What follows belongs to an exercise in optimizing a design on an open flow for small area; a production flow would make more cautious choices.
Function not checked in this run: the RTL went through the layout flow alone.
Power is estimated from default activity; no workload was simulated.

<file path="flow/config.mk">
export PLATFORM = sky130hd
export DESIGN_NAME = lcd
export DESIGN_NICKNAME = lcd
export VERILOG_FILES = /design/flow/design.v
export SDC_FILE = /design/flow/constraint.sdc
export NUM_CORES = 4
export LEC_CHECK = 0
export ABC_AREA = 1
export CAP_MARGIN = 20
export CORE_MARGIN = 2
export CORE_UTILIZATION = 60
export PLACE_DENSITY = 0.7
export SLEW_MARGIN = 20
</file>
<file path="flow/constraint.sdc">
create_clock -name core_clock -period 10.0 [get_ports {clk}]
set_input_delay 2.0000 -clock core_clock [delete_from_list [all_inputs] [get_ports {clk}]]
set_output_delay 2.0000 -clock core_clock [all_outputs]
set_load 0.01 [all_outputs]
</file>
<file path="flow/design.v">
`timescale 1ns / 1ps
module piano(clk,reset,song_sel,led,speakers,digit,mode,a,b,push);
input clk, reset, song_sel, mode, a, b, push;
output [6:0] led;
output speakers;
output [3:0] digit;    
reg [11:0] p;
wire tick = (p == 12'h7ff);
always @(posedge clk)
  if (reset) p <= 12'd0;
  else       p <= p + 12'd1;
wire tick_pre = p[0];
reg qa, qb, qa_dly, up, dn;
always @(posedge clk)
  if (reset) begin
    qa <= 1'b0; qb <= 1'b0; qa_dly <= 1'b0; up <= 1'b0; dn <= 1'b0;
  end else begin
    if (a == b) qa <= a;
    if (a != b) qb <= b;
    qa_dly <= qa;
    up <= !qa_dly && qa && !qb;
    dn <= !qa_dly && qa && qb;
  end
reg [31:0] s;
wire [4:0] lo_up = {1'b0, s[3:0]} + 5'd11;
wire [4:0] lo_dn = {1'b0, s[3:0]} - 5'd11;
reg [27:0] s_hi;
reg sc;
integer i;
always @(*) begin
  sc = dn ? lo_dn[4] : (up & lo_up[4]);
  for (i = 0; i < 28; i = i + 1) begin
    s_hi[i] = s[4+i] ^ sc;
    sc = sc & (s[4+i] ^ dn);
  end
end
always @(posedge clk)
  if (reset) s <= 32'd0;
  else begin
    s[31:4] <= s_hi;
    if (dn) s[3:0] <= lo_dn[3:0];
    else if (up) s[3:0] <= lo_up[3:0];
  end
reg st1, st2, ledv;
reg [9:0] cnt;
reg [7:0] j1, j2;
reg [3:0] note;
reg [3:0] n1, n2;
piano_rom1 R1(.x0(j1[7]),.x1(j1[6]),.x2(j1[5]),.x3(j1[4]),.x4(j1[3]),.x5(j1[2]),.x6(j1[1]),.x7(j1[0]),
               .z0(r1[3]),.z1(r1[2]),.z2(r1[1]),.z3(r1[0]));
piano_rom2 R2(.x0(j2[6]),.x1(j2[5]),.x2(j2[4]),.x3(j2[3]),.x4(j2[2]),.x5(j2[1]),.x6(j2[0]),
               .z0(r2[3]),.z1(r2[2]),.z2(r2[1]),.z3(r2[0]));
wire [3:0] r1, r2;
always @(*) begin n1 = r1; n2 = j2[7] ? 4'd0 : r2; end
always @(posedge clk)
  if (reset) begin
    st1 <= 1'b0; st2 <= 1'b0; ledv <= 1'b0; cnt <= 10'd0;
    j1 <= 8'hff; j2 <= 8'h80; note <= 4'd0;
  end else if (tick) begin
    ledv <= 1'b1;
    if (song_sel) begin
      note <= n1;
      if (!st1) begin st1 <= 1'b1; cnt <= 10'd0; j1 <= 8'd0; end
      else if (cnt == 10'd213) begin cnt <= 10'd0; st1 <= 1'b0; end
      else begin cnt <= cnt + 10'd1; if (j1 != 8'hff) j1 <= j1 + 8'd1; end
    end else begin
      note <= n2;
      if (!st2) begin st2 <= 1'b1; cnt <= 10'd0; j2 <= 8'd0; end
      else if (cnt == 10'd127) begin cnt <= 10'd0; st2 <= 1'b0; end
      else begin cnt <= cnt + 10'd1; if (!j2[7]) j2 <= j2 + 8'd1; end
    end
  end
reg [2:0] code;
always @(*)
  case (note)
    4'd8:  code = 3'd1;
    4'd9:  code = 3'd2;
    4'd10: code = 3'd3;
    4'd11: code = 3'd4;
    4'd12: code = 3'd5;
    4'd13: code = 3'd6;
    4'd14: code = 3'd7;
    4'd15: code = 3'd1;
    default: code = note[2:0];
  endcase
reg [6:0] ledc;
always @(*)
  case (code)
    3'd1: ledc = 7'b0000001;
    3'd2: ledc = 7'b0000010;
    3'd3: ledc = 7'b0000100;
    3'd4: ledc = 7'b0001000;
    3'd5: ledc = 7'b0010000;
    3'd6: ledc = 7'b0100000;
    3'd7: ledc = 7'b1000000;
    default: ledc = 7'b1111111;
  endcase
assign led = ledv ? ledc : 7'd0;
wire [3:0] flag4 = {s[3:0], 1'b0} + s[3:0];
assign digit = mode ? {1'b0, code} : flag4;
localparam [241:0] pre_divf = {11'b11111111111,11'd137,11'd345,11'd531,11'd616,11'd773,11'd912,11'd1036,11'd1092,11'd1197,11'd1290,11'd1332,11'd1410,11'd1480,11'd1542,11'd1570,11'd1622,11'd1668,11'd1690,11'd1728,11'd1764,11'd1795};
reg [10:0] tone1;
always @(*)
  case (note)
    4'd0:  tone1 = 11'd2047;
    4'd3:  tone1 = 11'd531;
    4'd5:  tone1 = 11'd773;
    4'd6:  tone1 = 11'd912;
    4'd7:  tone1 = 11'd1036;
    4'd8:  tone1 = 11'd1092;
    4'd9:  tone1 = 11'd1197;
    4'd10: tone1 = 11'd1290;
    4'd11: tone1 = 11'd1332;
    4'd12: tone1 = 11'd1410;
    4'd13: tone1 = 11'd1480;
    4'd14: tone1 = 11'd1542;
    4'd15: tone1 = 11'd1570;
    4'd1:  tone1 = 11'd137;
    4'd2:  tone1 = 11'd345;
    default: tone1 = 11'd616;
  endcase
wire [10+255:0] v8 = {pre_divf, 24'd0};
wire [10+127:0] v7 = s[7] ? v8[10+127:0] : v8[10+255:128];
wire [10+63:0]  v6 = s[6] ? v7[10+63:0]  : v7[10+127:64];
wire [10+31:0]  v5 = s[5] ? v6[10+31:0]  : v6[10+63:32];
wire [10+15:0]  v4 = s[4] ? v5[10+15:0]  : v5[10+31:16];
wire [10+7:0]   v3 = s[3] ? v4[10+7:0]   : v4[10+15:8];
wire [10+3:0]   v2 = s[2] ? v3[10+3:0]   : v3[10+7:4];
wire [10+1:0]   v1 = s[1] ? v2[10+1:0]   : v2[10+3:2];
wire [10:0]     v0 = s[0] ? v1[10:0]     : v1[11:1];
wire [10:0] tone0 = (s[31:8] == 24'd0) ? v0 : 11'd0;
wire [10:0] Tone = mode ? tone1 : tone0;
reg [10:0] Count11;
reg FullSpkS, speaker;
always @(posedge clk)
  if (reset) begin
    Count11 <= 11'd0; FullSpkS <= 1'b0; speaker <= 1'b0;
  end else if (tick_pre) begin
    if (Count11 == 11'h7ff) begin
      Count11 <= Tone;
      FullSpkS <= 1'b1;
      if (!FullSpkS) speaker <= ~speaker;
    end else begin
      Count11 <= Count11 + 11'd1;
      FullSpkS <= 1'b0;
    end
  end
assign speakers = speaker;
endmodule
module piano_rom1 ( 
    x0, x1, x2, x3, x4, x5, x6, x7,
    z0, z1, z2, z3  );
  input  x0, x1, x2, x3, x4, x5, x6, x7;
  output z0, z1, z2, z3;
  wire new_n13, new_n14, new_n15, new_n16, new_n17, new_n18, new_n19,
    new_n20, new_n21, new_n22, new_n23, new_n24, new_n25, new_n26, new_n27,
    new_n28, new_n29, new_n30, new_n31, new_n32, new_n33, new_n34, new_n35,
    new_n36, new_n37, new_n38, new_n39, new_n40, new_n41, new_n42, new_n43,
    new_n44, new_n45, new_n46, new_n47, new_n48, new_n49, new_n50, new_n51,
    new_n52, new_n53, new_n54, new_n55, new_n56, new_n57, new_n58, new_n59,
    new_n60, new_n61, new_n62, new_n63, new_n64, new_n65, new_n66, new_n67,
    new_n68, new_n69, new_n70, new_n71, new_n72, new_n73, new_n74, new_n75,
    new_n76, new_n77, new_n78, new_n79, new_n80, new_n81, new_n82, new_n83,
    new_n84, new_n85, new_n86, new_n87, new_n88, new_n89, new_n90, new_n91,
    new_n92, new_n93, new_n94, new_n95, new_n96, new_n97, new_n99,
    new_n100, new_n101, new_n102, new_n103, new_n104, new_n105, new_n106,
    new_n107, new_n108, new_n109, new_n110, new_n111, new_n112, new_n113,
    new_n114, new_n115, new_n116, new_n117, new_n118, new_n119, new_n120,
    new_n121, new_n122, new_n123, new_n124, new_n125, new_n126, new_n127,
    new_n128, new_n129, new_n130, new_n131, new_n132, new_n133, new_n134,
    new_n135, new_n136, new_n137, new_n138, new_n139, new_n140, new_n141,
    new_n142, new_n143, new_n144, new_n145, new_n146, new_n147, new_n148,
    new_n149, new_n150, new_n151, new_n152, new_n153, new_n154, new_n155,
    new_n156, new_n157, new_n158, new_n159, new_n160, new_n161, new_n162,
    new_n163, new_n164, new_n165, new_n166, new_n167, new_n168, new_n169,
    new_n170, new_n171, new_n172, new_n173, new_n174, new_n175, new_n176,
    new_n177, new_n178, new_n179, new_n180, new_n181, new_n182, new_n183,
    new_n184, new_n185, new_n186, new_n187, new_n188, new_n189, new_n190,
    new_n191, new_n192, new_n193, new_n194, new_n195, new_n196, new_n197,
    new_n198, new_n199, new_n200, new_n201, new_n202, new_n203, new_n204,
    new_n205, new_n206, new_n207, new_n208, new_n209, new_n210, new_n211,
    new_n212, new_n213, new_n214, new_n215, new_n216, new_n217, new_n218,
    new_n219, new_n220, new_n221, new_n223, new_n224, new_n225, new_n226,
    new_n228, new_n229, new_n230, new_n231, new_n232, new_n233, new_n234,
    new_n235, new_n236, new_n237, new_n238;
  assign new_n13 = x0 & ~x2;
  assign new_n14 = ~x6 & x7;
  assign new_n15 = ~x4 & new_n14;
  assign new_n16 = x4 & x6;
  assign new_n17 = ~x3 & x5;
  assign new_n18 = x1 & ~new_n16;
  assign new_n19 = ~new_n17 & new_n18;
  assign new_n20 = x5 & ~x7;
  assign new_n21 = x6 & new_n20;
  assign new_n22 = ~x4 & ~x5;
  assign new_n23 = ~x1 & ~new_n22;
  assign new_n24 = ~new_n21 & new_n23;
  assign new_n25 = ~x2 & ~new_n15;
  assign new_n26 = ~new_n19 & new_n25;
  assign new_n27 = ~new_n24 & new_n26;
  assign new_n28 = x0 & ~new_n27;
  assign new_n29 = x3 & x7;
  assign new_n30 = x1 & ~new_n29;
  assign new_n31 = x3 & x4;
  assign new_n32 = ~x5 & ~x7;
  assign new_n33 = ~x2 & new_n14;
  assign new_n34 = ~new_n32 & ~new_n33;
  assign new_n35 = new_n31 & ~new_n34;
  assign new_n36 = x3 & ~x4;
  assign new_n37 = ~x5 & x7;
  assign new_n38 = ~x2 & new_n37;
  assign new_n39 = x2 & ~x6;
  assign new_n40 = new_n20 & ~new_n39;
  assign new_n41 = ~new_n38 & ~new_n40;
  assign new_n42 = new_n36 & ~new_n41;
  assign new_n43 = ~x4 & ~x6;
  assign new_n44 = ~new_n16 & ~new_n43;
  assign new_n45 = new_n17 & ~new_n44;
  assign new_n46 = ~x6 & ~x7;
  assign new_n47 = x4 & new_n46;
  assign new_n48 = x3 & new_n43;
  assign new_n49 = ~x5 & new_n48;
  assign new_n50 = ~new_n45 & ~new_n47;
  assign new_n51 = ~new_n49 & new_n50;
  assign new_n52 = x2 & ~new_n51;
  assign new_n53 = ~new_n35 & ~new_n42;
  assign new_n54 = ~new_n52 & new_n53;
  assign new_n55 = ~x7 & new_n54;
  assign new_n56 = ~new_n30 & ~new_n55;
  assign new_n57 = x4 & x5;
  assign new_n58 = ~x6 & ~new_n57;
  assign new_n59 = ~new_n38 & new_n58;
  assign new_n60 = ~new_n27 & new_n59;
  assign new_n61 = ~new_n32 & new_n60;
  assign new_n62 = ~new_n56 & new_n61;
  assign new_n63 = ~new_n22 & ~new_n57;
  assign new_n64 = ~new_n30 & ~new_n31;
  assign new_n65 = ~new_n63 & new_n64;
  assign new_n66 = x2 & x6;
  assign new_n67 = ~x1 & ~x3;
  assign new_n68 = new_n63 & ~new_n67;
  assign new_n69 = new_n66 & ~new_n68;
  assign new_n70 = ~new_n65 & new_n69;
  assign new_n71 = x1 & x7;
  assign new_n72 = ~new_n22 & new_n71;
  assign new_n73 = ~new_n20 & ~new_n44;
  assign new_n74 = ~new_n72 & new_n73;
  assign new_n75 = ~x0 & ~new_n74;
  assign new_n76 = ~x4 & x7;
  assign new_n77 = x5 & x6;
  assign new_n78 = x1 & new_n77;
  assign new_n79 = ~x3 & ~new_n78;
  assign new_n80 = ~new_n76 & ~new_n79;
  assign new_n81 = ~x2 & ~new_n80;
  assign new_n82 = ~new_n75 & new_n81;
  assign new_n83 = ~new_n70 & ~new_n82;
  assign new_n84 = ~new_n62 & new_n83;
  assign new_n85 = ~new_n28 & ~new_n84;
  assign new_n86 = ~x1 & ~new_n54;
  assign new_n87 = x0 & new_n86;
  assign new_n88 = x3 & x6;
  assign new_n89 = ~new_n20 & new_n88;
  assign new_n90 = new_n63 & new_n89;
  assign new_n91 = ~x0 & ~x6;
  assign new_n92 = ~new_n29 & new_n91;
  assign new_n93 = ~new_n63 & new_n92;
  assign new_n94 = ~new_n90 & ~new_n93;
  assign new_n95 = ~x1 & ~x2;
  assign new_n96 = ~new_n94 & new_n95;
  assign new_n97 = ~new_n87 & ~new_n96;
  assign z2 = new_n85 | ~new_n97;
  assign new_n99 = ~x3 & x4;
  assign new_n100 = ~new_n36 & ~new_n99;
  assign new_n101 = x1 & ~new_n100;
  assign new_n102 = ~x1 & new_n31;
  assign new_n103 = ~new_n101 & ~new_n102;
  assign new_n104 = z2 & new_n103;
  assign new_n105 = ~x5 & ~new_n86;
  assign new_n106 = ~x2 & ~x7;
  assign new_n107 = ~new_n88 & ~new_n106;
  assign new_n108 = x4 & ~new_n107;
  assign new_n109 = ~new_n105 & new_n108;
  assign new_n110 = ~new_n21 & new_n36;
  assign new_n111 = x1 & new_n22;
  assign new_n112 = ~new_n14 & new_n111;
  assign new_n113 = x5 & new_n66;
  assign new_n114 = ~x3 & ~new_n113;
  assign new_n115 = ~new_n112 & new_n114;
  assign new_n116 = ~x0 & ~new_n110;
  assign new_n117 = ~new_n115 & new_n116;
  assign new_n118 = ~new_n109 & new_n117;
  assign new_n119 = x0 & ~x4;
  assign new_n120 = new_n66 & ~new_n119;
  assign new_n121 = ~x0 & x5;
  assign new_n122 = x7 & new_n121;
  assign new_n123 = ~x3 & ~new_n46;
  assign new_n124 = ~new_n122 & new_n123;
  assign new_n125 = ~new_n120 & ~new_n124;
  assign new_n126 = ~x3 & ~x5;
  assign new_n127 = new_n66 & new_n126;
  assign new_n128 = ~x3 & new_n44;
  assign new_n129 = ~new_n63 & new_n128;
  assign new_n130 = ~x4 & ~new_n66;
  assign new_n131 = ~new_n129 & new_n130;
  assign new_n132 = ~x1 & ~new_n127;
  assign new_n133 = ~new_n125 & new_n132;
  assign new_n134 = ~new_n131 & new_n133;
  assign new_n135 = ~x0 & x2;
  assign new_n136 = ~x5 & new_n135;
  assign new_n137 = ~new_n13 & ~new_n136;
  assign new_n138 = new_n47 & new_n126;
  assign new_n139 = ~new_n137 & new_n138;
  assign new_n140 = ~x0 & x1;
  assign new_n141 = x2 & new_n76;
  assign new_n142 = ~x2 & x3;
  assign new_n143 = ~new_n37 & new_n142;
  assign new_n144 = x6 & ~new_n141;
  assign new_n145 = ~new_n143 & new_n144;
  assign new_n146 = new_n140 & ~new_n145;
  assign new_n147 = ~new_n60 & new_n146;
  assign new_n148 = ~new_n134 & ~new_n139;
  assign new_n149 = ~new_n147 & new_n148;
  assign new_n150 = ~new_n118 & new_n149;
  assign new_n151 = new_n103 & ~new_n150;
  assign new_n152 = ~z2 & ~new_n151;
  assign new_n153 = ~new_n104 & ~new_n152;
  assign new_n154 = x1 & ~new_n20;
  assign new_n155 = ~x3 & ~new_n154;
  assign new_n156 = ~x1 & new_n14;
  assign new_n157 = ~x4 & ~new_n78;
  assign new_n158 = ~new_n156 & new_n157;
  assign new_n159 = ~new_n155 & new_n158;
  assign new_n160 = ~new_n153 & ~new_n159;
  assign new_n161 = new_n13 & ~new_n160;
  assign new_n162 = x0 & ~x1;
  assign new_n163 = new_n129 & new_n162;
  assign new_n164 = x6 & ~x7;
  assign new_n165 = x0 & ~new_n14;
  assign new_n166 = ~new_n164 & new_n165;
  assign new_n167 = ~x1 & ~x6;
  assign new_n168 = x5 & ~new_n29;
  assign new_n169 = new_n167 & new_n168;
  assign new_n170 = ~x3 & new_n16;
  assign new_n171 = ~new_n169 & ~new_n170;
  assign new_n172 = new_n67 & ~new_n166;
  assign new_n173 = new_n171 & new_n172;
  assign new_n174 = ~x4 & ~new_n29;
  assign new_n175 = x5 & ~new_n31;
  assign new_n176 = ~new_n174 & new_n175;
  assign new_n177 = ~new_n111 & ~new_n176;
  assign new_n178 = ~x3 & ~x6;
  assign new_n179 = x1 & ~new_n88;
  assign new_n180 = ~new_n178 & new_n179;
  assign new_n181 = ~new_n177 & new_n180;
  assign new_n182 = ~new_n173 & ~new_n181;
  assign new_n183 = ~x2 & ~new_n182;
  assign new_n184 = ~x1 & ~new_n121;
  assign new_n185 = ~new_n37 & ~new_n77;
  assign new_n186 = x2 & ~new_n185;
  assign new_n187 = ~new_n47 & ~new_n186;
  assign new_n188 = x3 & ~new_n76;
  assign new_n189 = new_n184 & new_n188;
  assign new_n190 = ~new_n187 & new_n189;
  assign new_n191 = ~new_n163 & ~new_n190;
  assign new_n192 = ~new_n183 & new_n191;
  assign new_n193 = ~new_n161 & new_n192;
  assign new_n194 = x3 & ~x5;
  assign new_n195 = new_n184 & ~new_n194;
  assign new_n196 = new_n171 & new_n195;
  assign new_n197 = new_n193 & new_n196;
  assign new_n198 = new_n43 & new_n67;
  assign new_n199 = new_n16 & new_n140;
  assign new_n200 = ~new_n153 & new_n199;
  assign new_n201 = x1 & ~x2;
  assign new_n202 = ~x3 & new_n201;
  assign new_n203 = ~new_n77 & new_n202;
  assign new_n204 = ~x6 & ~new_n177;
  assign new_n205 = x2 & ~new_n204;
  assign new_n206 = ~x0 & ~new_n203;
  assign new_n207 = ~new_n205 & new_n206;
  assign new_n208 = x2 & new_n162;
  assign new_n209 = ~x5 & x6;
  assign new_n210 = new_n63 & ~new_n209;
  assign new_n211 = new_n202 & new_n210;
  assign new_n212 = ~new_n208 & ~new_n211;
  assign new_n213 = ~new_n67 & new_n209;
  assign new_n214 = ~new_n169 & ~new_n213;
  assign new_n215 = ~x4 & ~new_n214;
  assign new_n216 = ~new_n13 & ~new_n126;
  assign new_n217 = ~new_n215 & new_n216;
  assign new_n218 = ~new_n212 & ~new_n217;
  assign new_n219 = ~new_n198 & ~new_n207;
  assign new_n220 = ~new_n218 & new_n219;
  assign new_n221 = ~new_n200 & new_n220;
  assign z0 = new_n197 | ~new_n221;
  assign new_n223 = ~new_n63 & new_n85;
  assign new_n224 = ~z0 & ~new_n223;
  assign new_n225 = ~new_n215 & ~new_n224;
  assign new_n226 = ~x0 & ~new_n225;
  assign z1 = ~new_n193 | new_n226;
  assign new_n228 = ~new_n13 & ~new_n167;
  assign new_n229 = ~new_n48 & new_n171;
  assign new_n230 = ~new_n137 & ~new_n229;
  assign new_n231 = x0 & x2;
  assign new_n232 = new_n37 & new_n231;
  assign new_n233 = x3 & ~new_n22;
  assign new_n234 = new_n80 & ~new_n233;
  assign new_n235 = ~new_n111 & ~new_n232;
  assign new_n236 = ~new_n234 & new_n235;
  assign new_n237 = ~new_n230 & new_n236;
  assign new_n238 = ~new_n228 & ~new_n237;
  assign z3 = ~new_n150 | new_n238;
endmodule
module piano_rom2 ( 
    x0, x1, x2, x3, x4, x5, x6,
    z0, z1, z2, z3  );
  input  x0, x1, x2, x3, x4, x5, x6;
  output z0, z1, z2, z3;
  wire new_n12, new_n13, new_n14, new_n16, new_n17, new_n18, new_n19,
    new_n20, new_n21, new_n22, new_n23, new_n24, new_n25, new_n26, new_n27,
    new_n28, new_n29, new_n30, new_n31, new_n32, new_n34, new_n35, new_n36,
    new_n37, new_n38, new_n39, new_n41, new_n42;
  assign new_n12 = ~x0 & ~x1;
  assign new_n13 = x3 & x4;
  assign new_n14 = ~x2 & ~new_n13;
  assign z0 = ~new_n12 | ~new_n14;
  assign new_n16 = x2 & ~x3;
  assign new_n17 = ~x1 & ~new_n16;
  assign new_n18 = x1 & x2;
  assign new_n19 = ~x3 & new_n18;
  assign new_n20 = ~x0 & ~new_n17;
  assign new_n21 = ~new_n19 & new_n20;
  assign new_n22 = x0 & ~x1;
  assign new_n23 = x3 & x5;
  assign new_n24 = x6 & new_n23;
  assign new_n25 = new_n22 & new_n24;
  assign new_n26 = ~new_n21 & ~new_n25;
  assign new_n27 = x4 & ~new_n26;
  assign new_n28 = ~x3 & ~x4;
  assign new_n29 = x0 & new_n18;
  assign new_n30 = ~x0 & ~new_n18;
  assign new_n31 = new_n28 & ~new_n29;
  assign new_n32 = ~new_n30 & new_n31;
  assign z2 = new_n27 | new_n32;
  assign new_n34 = x0 & new_n16;
  assign new_n35 = x1 & new_n14;
  assign new_n36 = new_n13 & new_n18;
  assign new_n37 = ~new_n12 & ~new_n34;
  assign new_n38 = ~new_n36 & new_n37;
  assign new_n39 = ~new_n35 & new_n38;
  assign z1 = ~z2 & new_n39;
  assign new_n41 = ~new_n21 & ~new_n39;
  assign new_n42 = new_n28 & ~new_n41;
  assign z3 = new_n25 | new_n42;
endmodule
`timescale 1ns / 1ps
module VGA(clk,rst2,hsync,vsync,vga_r,vga_g,vga_b,a,b);
input a, b;
input clk;
input rst2;
output hsync, vsync;
output vga_r, vga_g, vga_b;
reg [10:0] x_cnt;    
reg [9:0]  y_cnt;    
reg hsync_r, vsync_r;
wire x_end = x_cnt[10] & (&x_cnt[3:0]);                             
wire y_end = y_cnt[9] & y_cnt[7] & y_cnt[4] & y_cnt[3] & y_cnt[0];  
always @(posedge clk or negedge rst2)
  if (!rst2)      x_cnt <= 11'd0;
  else if (x_end) x_cnt <= 11'd0;
  else            x_cnt <= x_cnt + 11'd1;
always @(posedge clk or negedge rst2)
  if (!rst2)      y_cnt <= 10'd0;
  else if (y_end) y_cnt <= 10'd0;
  else if (x_end) y_cnt <= y_cnt + 10'd1;
always @(posedge clk or negedge rst2)
  if (!rst2)                   hsync_r <= 1'b1;
  else if (x_cnt == 11'd0)     hsync_r <= 1'b0;
  else if (x_cnt == 11'd120)   hsync_r <= 1'b1;
always @(posedge clk or negedge rst2)
  if (!rst2)                   vsync_r <= 1'b1;
  else if (y_cnt == 10'd0)     vsync_r <= 1'b0;
  else if (y_cnt == 10'd6)     vsync_r <= 1'b1;
assign hsync = hsync_r;
assign vsync = vsync_r;
reg qa, qb, qa_dly, up, dn;
always @(posedge clk or negedge rst2)
  if (!rst2) begin
    qa <= 1'b0; qb <= 1'b0; qa_dly <= 1'b0; up <= 1'b0; dn <= 1'b0;
  end else begin
    if (a == b) qa <= a;
    if (a != b) qb <= b;
    qa_dly <= qa;
    up <= !qa_dly && qa && !qb;
    dn <= !qa_dly && qa && qb;
  end
reg [31:0] xl;
wire [5:0] lo_up = {1'b0, xl[4:0]} + 6'd25;
wire [5:0] lo_dn = {1'b0, xl[4:0]} - 6'd25;
reg [26:0] xl_hi;
reg xc;
integer i;
always @(*) begin
  xc = dn ? lo_dn[5] : (up & lo_up[5]);
  for (i = 0; i < 27; i = i + 1) begin
    xl_hi[i] = xl[5+i] ^ xc;
    xc = xc & (xl[5+i] ^ dn);
  end
end
always @(posedge clk or negedge rst2)
  if (!rst2) xl <= 32'd200;
  else begin
    xl[31:5] <= xl_hi;
    if (dn) xl[4:0] <= lo_dn[4:0];
    else if (up) xl[4:0] <= lo_up[4:0];
  end
wire [11:0] dx = {1'b0, x_cnt} - {1'b0, xl[10:0]};
wire fx = (xl[31:11] == 21'd0) && !dx[11] && (dx[10:5] == 6'd0) &&
          !(dx[4] & (dx[3] | (dx[2] & (dx[1] | dx[0]))));
wire pa, pb, pc;           
vga_pix P(.x0(x_cnt[10]),.x1(x_cnt[9]),.x2(x_cnt[8]),.x3(x_cnt[7]),.x4(x_cnt[6]),.x5(x_cnt[5]),
          .x6(x_cnt[4]),.x7(x_cnt[3]),.x8(x_cnt[2]),.x9(x_cnt[1]),.x10(x_cnt[0]),
          .z0(pa),.z1(pb),.z2(pc));
wire vy, ya, yb, yc, yd;   
vga_row Y(.x0(y_cnt[9]),.x1(y_cnt[8]),.x2(y_cnt[7]),.x3(y_cnt[6]),.x4(y_cnt[5]),.x5(y_cnt[4]),
          .x6(y_cnt[3]),.x7(y_cnt[2]),.x8(y_cnt[1]),.x9(y_cnt[0]),
          .z0(vy),.z1(ya),.z2(yb),.z3(yc),.z4(yd));
wire valid = !x_end && vy;
reg rgb;
always @(posedge clk)
  rgb <= !valid | (ya & pa) | (yb & pb) | (yc & pc) | (yd & fx);
assign vga_r = rgb;
assign vga_g = rgb;
assign vga_b = rgb;
endmodule
module vga_pix ( 
    x0, x1, x2, x3, x4, x5, x6, x7, x8, x9, x10,
    z0, z1, z2  );
  input  x0, x1, x2, x3, x4, x5, x6, x7, x8, x9, x10;
  output z0, z1, z2;
  wire new_n15, new_n16, new_n17, new_n18, new_n19, new_n20, new_n21,
    new_n22, new_n23, new_n24, new_n25, new_n26, new_n27, new_n28, new_n29,
    new_n30, new_n31, new_n32, new_n33, new_n34, new_n35, new_n36, new_n37,
    new_n38, new_n39, new_n40, new_n41, new_n42, new_n43, new_n44, new_n45,
    new_n46, new_n47, new_n48, new_n49, new_n50, new_n51, new_n52, new_n53,
    new_n54, new_n55, new_n56, new_n57, new_n58, new_n59, new_n60, new_n61,
    new_n62, new_n63, new_n64, new_n65, new_n66, new_n67, new_n68, new_n69,
    new_n70, new_n71, new_n72, new_n73, new_n74, new_n75, new_n76, new_n77,
    new_n78, new_n79, new_n80, new_n81, new_n82, new_n83, new_n84, new_n85,
    new_n86, new_n87, new_n88, new_n89, new_n90, new_n91, new_n92, new_n93,
    new_n94, new_n95, new_n96, new_n97, new_n98, new_n99, new_n100,
    new_n101, new_n102, new_n103, new_n104, new_n105, new_n106, new_n107,
    new_n108, new_n109, new_n110, new_n111, new_n112, new_n113, new_n114,
    new_n115, new_n116, new_n117, new_n118, new_n119, new_n120, new_n121,
    new_n122, new_n123, new_n124, new_n125, new_n126, new_n127, new_n128,
    new_n129, new_n130, new_n131, new_n132, new_n133, new_n134, new_n135,
    new_n136, new_n137, new_n138, new_n139, new_n140, new_n141, new_n142,
    new_n143, new_n144, new_n145, new_n146, new_n147, new_n148, new_n149,
    new_n150, new_n151, new_n152, new_n153, new_n154, new_n155, new_n156,
    new_n158, new_n159, new_n160, new_n161, new_n162, new_n163, new_n164,
    new_n165, new_n166, new_n168, new_n169, new_n170, new_n171, new_n172,
    new_n173, new_n174, new_n175, new_n176, new_n177, new_n178, new_n179,
    new_n180, new_n181, new_n182;
  assign new_n15 = ~x4 & x5;
  assign new_n16 = x6 & x7;
  assign new_n17 = x9 & x10;
  assign new_n18 = ~x8 & ~new_n17;
  assign new_n19 = new_n16 & ~new_n18;
  assign new_n20 = ~x6 & ~x7;
  assign new_n21 = x8 & x9;
  assign new_n22 = ~x8 & ~x9;
  assign new_n23 = new_n20 & ~new_n21;
  assign new_n24 = ~new_n22 & new_n23;
  assign new_n25 = ~new_n19 & ~new_n24;
  assign new_n26 = new_n15 & ~new_n25;
  assign new_n27 = x4 & x5;
  assign new_n28 = ~x6 & x7;
  assign new_n29 = new_n27 & new_n28;
  assign new_n30 = x8 & new_n29;
  assign new_n31 = ~x9 & new_n30;
  assign new_n32 = x6 & ~x7;
  assign new_n33 = x4 & new_n32;
  assign new_n34 = ~x5 & x8;
  assign new_n35 = new_n33 & new_n34;
  assign new_n36 = ~x3 & ~new_n35;
  assign new_n37 = ~new_n31 & new_n36;
  assign new_n38 = ~new_n26 & new_n37;
  assign new_n39 = x4 & ~x5;
  assign new_n40 = ~x9 & ~x10;
  assign new_n41 = x7 & ~x8;
  assign new_n42 = new_n40 & new_n41;
  assign new_n43 = ~x7 & ~new_n18;
  assign new_n44 = ~new_n42 & ~new_n43;
  assign new_n45 = new_n39 & ~new_n44;
  assign new_n46 = x8 & x10;
  assign new_n47 = x9 & new_n46;
  assign new_n48 = new_n45 & new_n47;
  assign new_n49 = x5 & ~x8;
  assign new_n50 = ~x4 & ~new_n40;
  assign new_n51 = new_n34 & new_n50;
  assign new_n52 = ~new_n49 & ~new_n51;
  assign new_n53 = new_n32 & ~new_n52;
  assign new_n54 = ~new_n48 & ~new_n53;
  assign new_n55 = new_n15 & new_n21;
  assign new_n56 = new_n39 & new_n40;
  assign new_n57 = ~new_n55 & ~new_n56;
  assign new_n58 = x7 & ~new_n57;
  assign new_n59 = ~x2 & ~x9;
  assign new_n60 = ~x4 & ~x6;
  assign new_n61 = ~new_n59 & new_n60;
  assign new_n62 = ~x5 & new_n41;
  assign new_n63 = ~new_n61 & new_n62;
  assign new_n64 = ~new_n58 & ~new_n63;
  assign new_n65 = new_n25 & ~new_n64;
  assign new_n66 = new_n54 & ~new_n65;
  assign new_n67 = x2 & ~new_n66;
  assign new_n68 = x9 & new_n16;
  assign new_n69 = ~new_n33 & ~new_n68;
  assign new_n70 = x6 & ~x8;
  assign new_n71 = new_n27 & new_n70;
  assign new_n72 = new_n69 & new_n71;
  assign new_n73 = ~new_n50 & ~new_n60;
  assign new_n74 = new_n63 & ~new_n73;
  assign new_n75 = ~x4 & x9;
  assign new_n76 = ~new_n22 & ~new_n75;
  assign new_n77 = new_n20 & ~new_n76;
  assign new_n78 = ~new_n16 & ~new_n77;
  assign new_n79 = ~new_n17 & new_n49;
  assign new_n80 = ~new_n34 & ~new_n79;
  assign new_n81 = ~new_n78 & ~new_n80;
  assign new_n82 = ~new_n74 & ~new_n81;
  assign new_n83 = ~x2 & ~new_n82;
  assign new_n84 = x3 & ~new_n72;
  assign new_n85 = ~new_n83 & new_n84;
  assign new_n86 = ~new_n67 & new_n85;
  assign new_n87 = ~new_n38 & ~new_n86;
  assign new_n88 = ~x3 & ~new_n17;
  assign new_n89 = x3 & x4;
  assign new_n90 = ~new_n49 & ~new_n89;
  assign new_n91 = ~new_n88 & new_n90;
  assign new_n92 = new_n16 & ~new_n91;
  assign new_n93 = ~new_n38 & new_n92;
  assign new_n94 = x6 & new_n89;
  assign new_n95 = ~new_n30 & ~new_n94;
  assign new_n96 = ~new_n40 & ~new_n95;
  assign new_n97 = new_n49 & ~new_n69;
  assign new_n98 = new_n40 & new_n97;
  assign new_n99 = x3 & new_n27;
  assign new_n100 = x3 & new_n34;
  assign new_n101 = x10 & new_n68;
  assign new_n102 = new_n100 & new_n101;
  assign new_n103 = ~x2 & ~new_n99;
  assign new_n104 = ~new_n35 & new_n103;
  assign new_n105 = ~new_n102 & new_n104;
  assign new_n106 = ~new_n96 & new_n105;
  assign new_n107 = ~new_n98 & new_n106;
  assign new_n108 = ~new_n93 & new_n107;
  assign new_n109 = new_n20 & ~new_n46;
  assign new_n110 = ~new_n16 & ~new_n109;
  assign new_n111 = ~x3 & ~x4;
  assign new_n112 = ~x5 & new_n111;
  assign new_n113 = new_n110 & new_n112;
  assign new_n114 = new_n44 & new_n113;
  assign new_n115 = x6 & new_n45;
  assign new_n116 = ~new_n76 & new_n97;
  assign new_n117 = ~new_n114 & ~new_n116;
  assign new_n118 = ~new_n115 & new_n117;
  assign new_n119 = new_n108 & new_n118;
  assign new_n120 = x1 & ~new_n119;
  assign new_n121 = x8 & ~new_n40;
  assign new_n122 = ~x2 & ~new_n121;
  assign new_n123 = new_n32 & new_n99;
  assign new_n124 = ~new_n122 & new_n123;
  assign new_n125 = ~new_n120 & ~new_n124;
  assign new_n126 = ~new_n87 & new_n125;
  assign new_n127 = ~x5 & new_n20;
  assign new_n128 = new_n89 & ~new_n127;
  assign new_n129 = new_n22 & new_n89;
  assign new_n130 = x2 & ~new_n129;
  assign new_n131 = ~x1 & ~new_n128;
  assign new_n132 = ~new_n130 & new_n131;
  assign new_n133 = ~x0 & ~new_n132;
  assign new_n134 = new_n126 & new_n133;
  assign new_n135 = ~new_n47 & ~new_n70;
  assign new_n136 = new_n114 & ~new_n135;
  assign new_n137 = ~x4 & new_n20;
  assign new_n138 = new_n46 & new_n137;
  assign new_n139 = new_n33 & new_n135;
  assign new_n140 = ~new_n138 & ~new_n139;
  assign new_n141 = x5 & ~new_n140;
  assign new_n142 = new_n28 & ~new_n89;
  assign new_n143 = new_n17 & new_n33;
  assign new_n144 = ~new_n142 & ~new_n143;
  assign new_n145 = x3 & ~new_n40;
  assign new_n146 = new_n49 & ~new_n145;
  assign new_n147 = ~new_n100 & ~new_n146;
  assign new_n148 = ~new_n144 & ~new_n147;
  assign new_n149 = ~x3 & ~new_n21;
  assign new_n150 = new_n39 & new_n149;
  assign new_n151 = ~new_n55 & ~new_n150;
  assign new_n152 = ~new_n110 & ~new_n151;
  assign new_n153 = ~new_n148 & ~new_n152;
  assign new_n154 = ~new_n141 & new_n153;
  assign new_n155 = x2 & ~new_n154;
  assign new_n156 = ~new_n136 & ~new_n155;
  assign z0 = new_n134 & new_n156;
  assign new_n158 = x4 & x8;
  assign new_n159 = new_n16 & new_n39;
  assign new_n160 = ~x9 & new_n159;
  assign new_n161 = new_n20 & ~new_n57;
  assign new_n162 = ~new_n29 & ~new_n160;
  assign new_n163 = ~new_n161 & new_n162;
  assign new_n164 = ~x1 & ~x3;
  assign new_n165 = ~new_n158 & new_n164;
  assign new_n166 = ~new_n163 & new_n165;
  assign z1 = new_n134 & ~new_n166;
  assign new_n168 = ~x6 & ~new_n121;
  assign new_n169 = new_n114 & new_n168;
  assign new_n170 = new_n108 & ~new_n169;
  assign new_n171 = x1 & ~new_n170;
  assign new_n172 = x3 & new_n60;
  assign new_n173 = new_n63 & new_n172;
  assign new_n174 = x2 & new_n94;
  assign new_n175 = ~new_n54 & new_n174;
  assign new_n176 = x2 & new_n159;
  assign new_n177 = ~x2 & new_n137;
  assign new_n178 = ~new_n176 & ~new_n177;
  assign new_n179 = ~new_n126 & ~new_n178;
  assign new_n180 = new_n133 & ~new_n173;
  assign new_n181 = ~new_n175 & new_n180;
  assign new_n182 = ~new_n171 & new_n181;
  assign z2 = ~new_n179 & new_n182;
endmodule
module vga_row ( 
    x0, x1, x2, x3, x4, x5, x6, x7, x8, x9,
    z0, z1, z2, z3, z4  );
  input  x0, x1, x2, x3, x4, x5, x6, x7, x8, x9;
  output z0, z1, z2, z3, z4;
  wire new_n16, new_n17, new_n18, new_n19, new_n20, new_n21, new_n22,
    new_n23, new_n24, new_n25, new_n26, new_n27, new_n28, new_n29, new_n30,
    new_n32, new_n33, new_n34, new_n35, new_n36, new_n37, new_n38, new_n39,
    new_n40, new_n41, new_n42, new_n43, new_n44, new_n45, new_n48, new_n49,
    new_n50, new_n52, new_n53, new_n54, new_n55;
  assign new_n16 = ~x1 & ~x2;
  assign new_n17 = x7 & x9;
  assign new_n18 = x8 & new_n17;
  assign new_n19 = ~x6 & ~new_n18;
  assign new_n20 = x4 & x5;
  assign new_n21 = x3 & new_n20;
  assign new_n22 = ~new_n19 & new_n21;
  assign new_n23 = new_n16 & ~new_n22;
  assign new_n24 = x0 & ~new_n23;
  assign new_n25 = x5 & x6;
  assign new_n26 = new_n18 & new_n25;
  assign new_n27 = ~x0 & ~x3;
  assign new_n28 = ~x4 & new_n27;
  assign new_n29 = new_n16 & new_n28;
  assign new_n30 = ~new_n26 & new_n29;
  assign z0 = ~new_n24 & ~new_n30;
  assign new_n32 = x8 & x9;
  assign new_n33 = ~x5 & ~x6;
  assign new_n34 = ~x4 & ~x7;
  assign new_n35 = ~new_n32 & new_n34;
  assign new_n36 = new_n33 & new_n35;
  assign new_n37 = ~x0 & ~x1;
  assign new_n38 = x2 & new_n37;
  assign new_n39 = x7 & x8;
  assign new_n40 = ~x6 & ~new_n39;
  assign new_n41 = new_n20 & ~new_n40;
  assign new_n42 = ~x3 & ~new_n41;
  assign new_n43 = new_n38 & new_n42;
  assign new_n44 = new_n17 & new_n20;
  assign new_n45 = ~new_n36 & ~new_n44;
  assign z1 = new_n43 & new_n45;
  assign z2 = new_n43 & new_n44;
  assign new_n48 = x3 & x4;
  assign new_n49 = ~new_n33 & new_n48;
  assign new_n50 = new_n38 & ~new_n49;
  assign z3 = ~new_n42 & new_n50;
  assign new_n52 = ~x7 & ~x8;
  assign new_n53 = new_n25 & ~new_n52;
  assign new_n54 = x1 & ~x2;
  assign new_n55 = new_n28 & new_n54;
  assign z4 = ~new_n53 & new_n55;
endmodule
`timescale 1ns / 1ps
module lcd( clk, LCD_E,reset,rst2, mode,a,b,push,LCD_RS, LCD_RW, SF_D ,chg,cal,sw_3,hsync,vsync,vga_r,vga_g,vga_b,song_sel,led, speakers);
  input a,b,push,mode;
  input clk,reset,rst2;
  output [6:0]led;
  output speakers;
  output reg LCD_E;
  output reg LCD_RS;
  output LCD_RW;
  output [11:8] SF_D;
  input song_sel;
  input cal,chg,sw_3;
  output hsync;
  output vsync;
  output vga_r;
  output vga_g;
  output vga_b;
  assign LCD_RW = 1'b0;
  wire [3:0] digit;
  reg [7:0] f;
  reg [5:0] k;
  reg lp;
  reg [3:0] sf_d;
  reg [6:0] ad;       
  reg [3:0] cap;      
  assign SF_D = sf_d;
  wire [7:0] address = {ad != 7'h7f, ad};
  wire f_end = (f == 8'd241);
  wire xfer = lp ? (k[5:1] == 5'd0) : (k[5:2] == 4'b1011);
  wire G = lp && (k == 6'd1) && (f == 8'd185);
  reg [7:0] chr;
  always @(*)
    case (address)
      8'hc0: chr = cap[3] ? 8'h41 : 8'h10;
      8'hc1: chr = 8'h4d;
      8'hc2: chr = 8'h55;
      8'hc3: chr = 8'h53;
      8'hc4: chr = 8'h49;
      8'hc5: chr = 8'h43;
      8'hc6: chr = 8'h3a;
      8'hc7: chr = 8'h4c;
      8'hc8: chr = 8'h5a;
      8'hc9: chr = cap[0] ? 8'h4c : 8'h10;
      8'hca: chr = cap[0] ? 8'h48 : 8'h10;
      8'h81: chr = 8'h43;
      8'h82: chr = 8'h41;
      8'h83: chr = 8'h42;
      8'h84: chr = 8'h5e;
      8'h85: chr = 8'h5f;
      8'h86: chr = 8'h5e;
      8'h87: chr = 8'h57;
      8'h88: chr = 8'h6f;
      8'h89: chr = 8'h72;
      8'h8a: chr = 8'h6c;
      8'h8b: chr = 8'h64;
      8'h8c: chr = 8'hb0;
      8'h8d: chr = (cap <= 4'd9) ? {4'h3, cap} : 8'h10;
      default: chr = 8'h10;
    endcase
  reg [7:0] byte_out;
  always @(*)
    if (lp) byte_out = k[0] ? chr : address;
    else case (k[1:0])
      2'd0: byte_out = 8'h28;
      2'd1: byte_out = 8'h06;
      2'd2: byte_out = 8'h0c;
      default: byte_out = 8'h01;
    endcase
  always @(posedge clk) begin
    if (reset) begin
      f <= 8'd128; k <= 6'd0; lp <= 1'b0;
      LCD_E <= 1'b0; LCD_RS <= 1'b0; sf_d <= 4'h0;
      ad <= 7'h40; cap <= 4'hf;
    end else begin
      if (!lp && k == 6'd50 && f == 8'd224) begin
        f <= 8'd0; k <= 6'd0; lp <= 1'b1;
      end else if (lp && f == 8'd242) begin
        f <= 8'd0; k <= 6'd0;
      end else if (f_end) begin
        if (lp && k == 6'd5) f <= 8'd242;
        else begin f <= 8'd0; k <= k + 6'd1; end
      end else
        f <= f + 8'd1;
      if (!lp && k == 6'd31 && f == 8'd129) begin LCD_E <= 1'b1; sf_d <= 4'h3; end
      if (!lp && k == 6'd43 && f == 8'd23) sf_d <= 4'h2;
      if (xfer) begin
        if (f == 8'd0) begin sf_d <= byte_out[7:4]; LCD_E <= 1'b0; LCD_RS <= lp & k[0]; end
        if (f == 8'd5 || f == 8'd25) LCD_E <= 1'b1;
        if (f == 8'd19 || f == 8'd28) LCD_E <= 1'b0;
        if (f == 8'd22) sf_d <= byte_out[3:0];
      end
      if (G) begin
        ad <= (ad == 7'h4f) ? 7'h7f : ad + 7'd1;
        cap <= (address == 8'h8c) ? digit : {3'b000, ~song_sel};
      end
    end
  end
  VGA   U2(clk,rst2,hsync,vsync,vga_r,vga_g,vga_b,a, b);
  piano U3(clk,reset,song_sel,led,speakers,digit,mode,a, b, push);
endmodule
</file>
<file path="flow/run.sh">
#!/bin/bash
# synth_recipe.tcl (not shown) runs the flow's synth.tcl, then flattens the netlist and writes it again
# the make line also repeats each setting of config.mk as NAME=value (left out here)
make -C /OpenROAD-flow-scripts/flow DESIGN_CONFIG=/design/flow/config.mk WORK_HOME=/design/flow/orfs CLKGATE_MAP_FILE= SYNTH_SCRIPT=/design/flow/synth_recipe.tcl finish
</file>
==> run summary <==
## synth_stat cells, types with 9 or more instances
library cell  instances
nor4_1               36
nand3_1             142
o31ai_1               9
xnor2_1              10
nand2_2              10
dfrtp_1              55
inv_1               292
nor2_1              208
nand2_1             390
o2111ai_1            10
a21oi_1             157
clkbuf_1             52
o22ai_1              13
ha_1                 67
xor2_1               53
o211ai_1             24
o21ai_0             200
or2_2                11
a31oi_1              16
dfxtp_1             139
a211oi_1              9
nand4_1              27
nor3_1               66
## final timing paths
check | from | to | slack, ns | cells after the start
max in group asynchronous | rst2 | U2.y_cnt[9] | 7.77 | 2
worst min-delay path | U2.qa_dly | U2.dn | 0.41 | 1
min in group asynchronous | rst2 | U2.x_cnt[3] | 1.68 | 2
worst max register to register | U3.p[0] | U3.tone1[6] | 5.98 | 20
worst max-delay path | U3.note[0] | led[2] | 5.76 | 7
worst min register to register | U2.qa_dly | U2.dn | 0.41 | 1
## cell families after synthesis
logic type,after synthesis,synth area share [%]
other,1,0.0262
AND/OR/NAND/NOR,921,28.7
flip-flops,199,30.0
adder cells (fa/ha/maj),69,6.13
XOR/XNOR,63,3.85
AO/OA/AOI/OAI,502,20.5
buffers and inverters,379,10.4
multiplexers,6,0.428
## routing by layer
layer	vias to the layer above	GRT usage, %
met1	6548	36.9
met4	0	8.58
met3	59	4.93
li1	7149	-
met2	467	49.1
met5	-	0
## power by group
group | internal, mW | switching [mW] | total, mW | leakage (nW)
clock network | 0.357 | 0.348 | 0.705 | 0.289
logic | 0.0906 | 0.150 | 0.241 | 4.43
registers | 0.829 | 0.0339 | 0.863 | 1.91
total | 1.28 | 0.532 | 1.81 | 6.62
## sequential cells by signal (all words and copies together), names as in the netlist, 10 cells and up
register	cells
U2.x_cnt	11
U3.Count11	11
U3.p	12
U3.s	32
U2.xl	32
U2.y_cnt	10
U3.cnt	10
U3.tone1	11
## area by class of cell
class                      count  area [um^2]
multi-input combinational   1562         8540
fill                        2190         8240
sequential                   199         4290
inverter                     305         1150
clock buffer                  18          429
tap                          319          399
timing repair buffer          29          268
clock inverter                14          150
## through the flow
step,area [um^2],hold slack [ns],setup WS (ns),total power [mW]
2_1_floorplan,14300,0.368,6.43,1.06
3_3_place_gp,14600,0.391,5.44,1.11
3_5_place_dp,14600,0.394,5.40,1.12
4_1_cts,15200,0.411,5.73,1.83
5_1_grt,15200,0.427,5.56,1.90
6_report,15200,0.411,5.76,1.81
==> run summary <==
- Status: timing/DRC/antenna clean
- Largest net degree at the start of global routing: 68
- Fmax: 0.236 GHz
- Share of synthesized flip-flops with an asynchronous set or reset: 30.2%
- Setup crit end kind: output pin
- Max-slew violation count: 0
- RSZ-0062 raised after global routing: false
- Slew margin rel.: 28.6%
- Buf/Inv on CP: 2
- CP most frequent cell: nand2_1
- Synth unique cells: 75
- Die X: 158 um
- Post-Syn Area: 0.0143 mm^2
- Global route overflow: 0
- CP Cell Sequence: nand2_1 -> xor2_1 -> inv_1 -> nor2_1 -> nand2_1 -> a21oi_1 -> clkdlybuf4s50_1
- Reg clk slew, reported paths: 0.09 ns
- DRT Pass-1 Iters: 5
- Top layer used by detailed routing: met4
- Syn nets: 2,220
- Worst path max stage delay: 0.55 ns
- Clk Latency, worst-skew pair: 0.45 ns
- Maximum fanout along the worst path: 4
- Synth Area per Inst: 6.69 um^2
- Final wirelength: 35.7 mm
- Crit start category: flop
- Clock Skew: 0.0232 ns
- YS warnings: 3
- Drt initial violations: 1,092
- TritonCTS clock tree: built
- IO Pins: 31
- First-pass GRT wire length: 59.2 mm
- WL/cell: 14.6 um
- Crit-path slowest cell: clkdlybuf4s50_1
- Period utilisation layout: 42.4%
- Worst EP arrival: 2.24 ns
- Initial antenna violation count: 0
- Row count: 56
- CORE AREA: 0.0235 mm^2
- Routed Antenna Nets: 0
- Area leader, netlist: dfxtp_1
- WL met2: 17.0 mm
- Share of post-route cells with drive strength above 1: 4.94%
- Lkg Pwr: 6.62 nW
- Via density: 5.81
- Critical path required time: 8.00 ns
- All-Layer GR Usage: 28.6%
- Clk buf depth: 2
- PwrDens: 119 mW/mm^2
- Hpwl dp: 26.0 mm
- Post-CTS setup buffers: 0
- Clock Sinks: 199
- Hold_buf cts: 0
- Count of flip-flops with a built-in enable after synthesis: 0
- DR DRC count: 0
- Top-area cell type share of the netlist area: 19.4%
- Placed cell count: 2,413
- Final Hold Violating Endpoints: 0
- Met3 Wirelength: 1.92 mm
- Die H: 158 um
- #FFs+latches synth: 199
- CTS root buf: clkbuf_16
- Prevailing post-synth register cell: dfxtp_1
- CP top delay family: buffers and inverters
- GPL Wtd Cong: 1.01
- Finished Layout Cells: 2,446
- Hold Path Class: flop to flop
- CTS buffer count: 17
- Worst VDD drop: 105 uV
- Area contributors post-synth: dfxtp_1 (19%), nand2_1 (10%), dfrtp_1 (9.6%)
- Most frequent cells in the layout: nand2_1 (390), inv_1 (291), nor2_1 (208)
- Post-Synthesis Cells: 2,140
- Max Cap Viol: 0
- Met1 wire length: 16.1 mm
- Initial Utilization: 61.0%
- # port buffers: 25
- Layout Area Growth over Synthesis: 6.33%
- Number of global-route vias before repair: 13.0k
- Worst-margin pin slew: 1.06 ns
- Nets: 2,194
- Critical path class: flop to output pin
- Finished Core Util: 64.9%
- DIE AREA: 0.0251 mm^2
- Part of the Yosys area used for sequential elements: 30.0%
- Via count: 14.2k
- Clock H-tree levels: 4
- Commonest non-fill, non-tap cell in the layout: nand2_1
- Final setup viols: 0
- N_diodes: 0
- Setup TNS Final: 0 ns
- Final min period: 4.24 ns
- Cts repair resizes: 0

static timing again, ports no longer ideal:
The flow's constraints put no driver on any port. The routed layout listed below was extracted and timed again, unchanged, in two steps.
Step 1: set_driving_cell puts a clkbuf_16 on clk and a buf_2 on each other input, an assumption about the parent block.
Step 2 times the ports against the registers' clock, not the clock port: input delays grow and output delays shrink by t, the midpoint of the rising clock arrivals with the driver on.
a / b / c = no drivers / after step 1 / after step 2; a / b = the first two.
shift t [ns]: 0.488
slack for setup (ns): 5.763 / 5.712 / 5.388
worst setup path at the end: input to register
cell pins on the clock port's net: 1
After both steps setup and hold are still met in this run. The setup slack of this run moves by -0.051 ns with the drivers and by -0.375 ns with both steps.
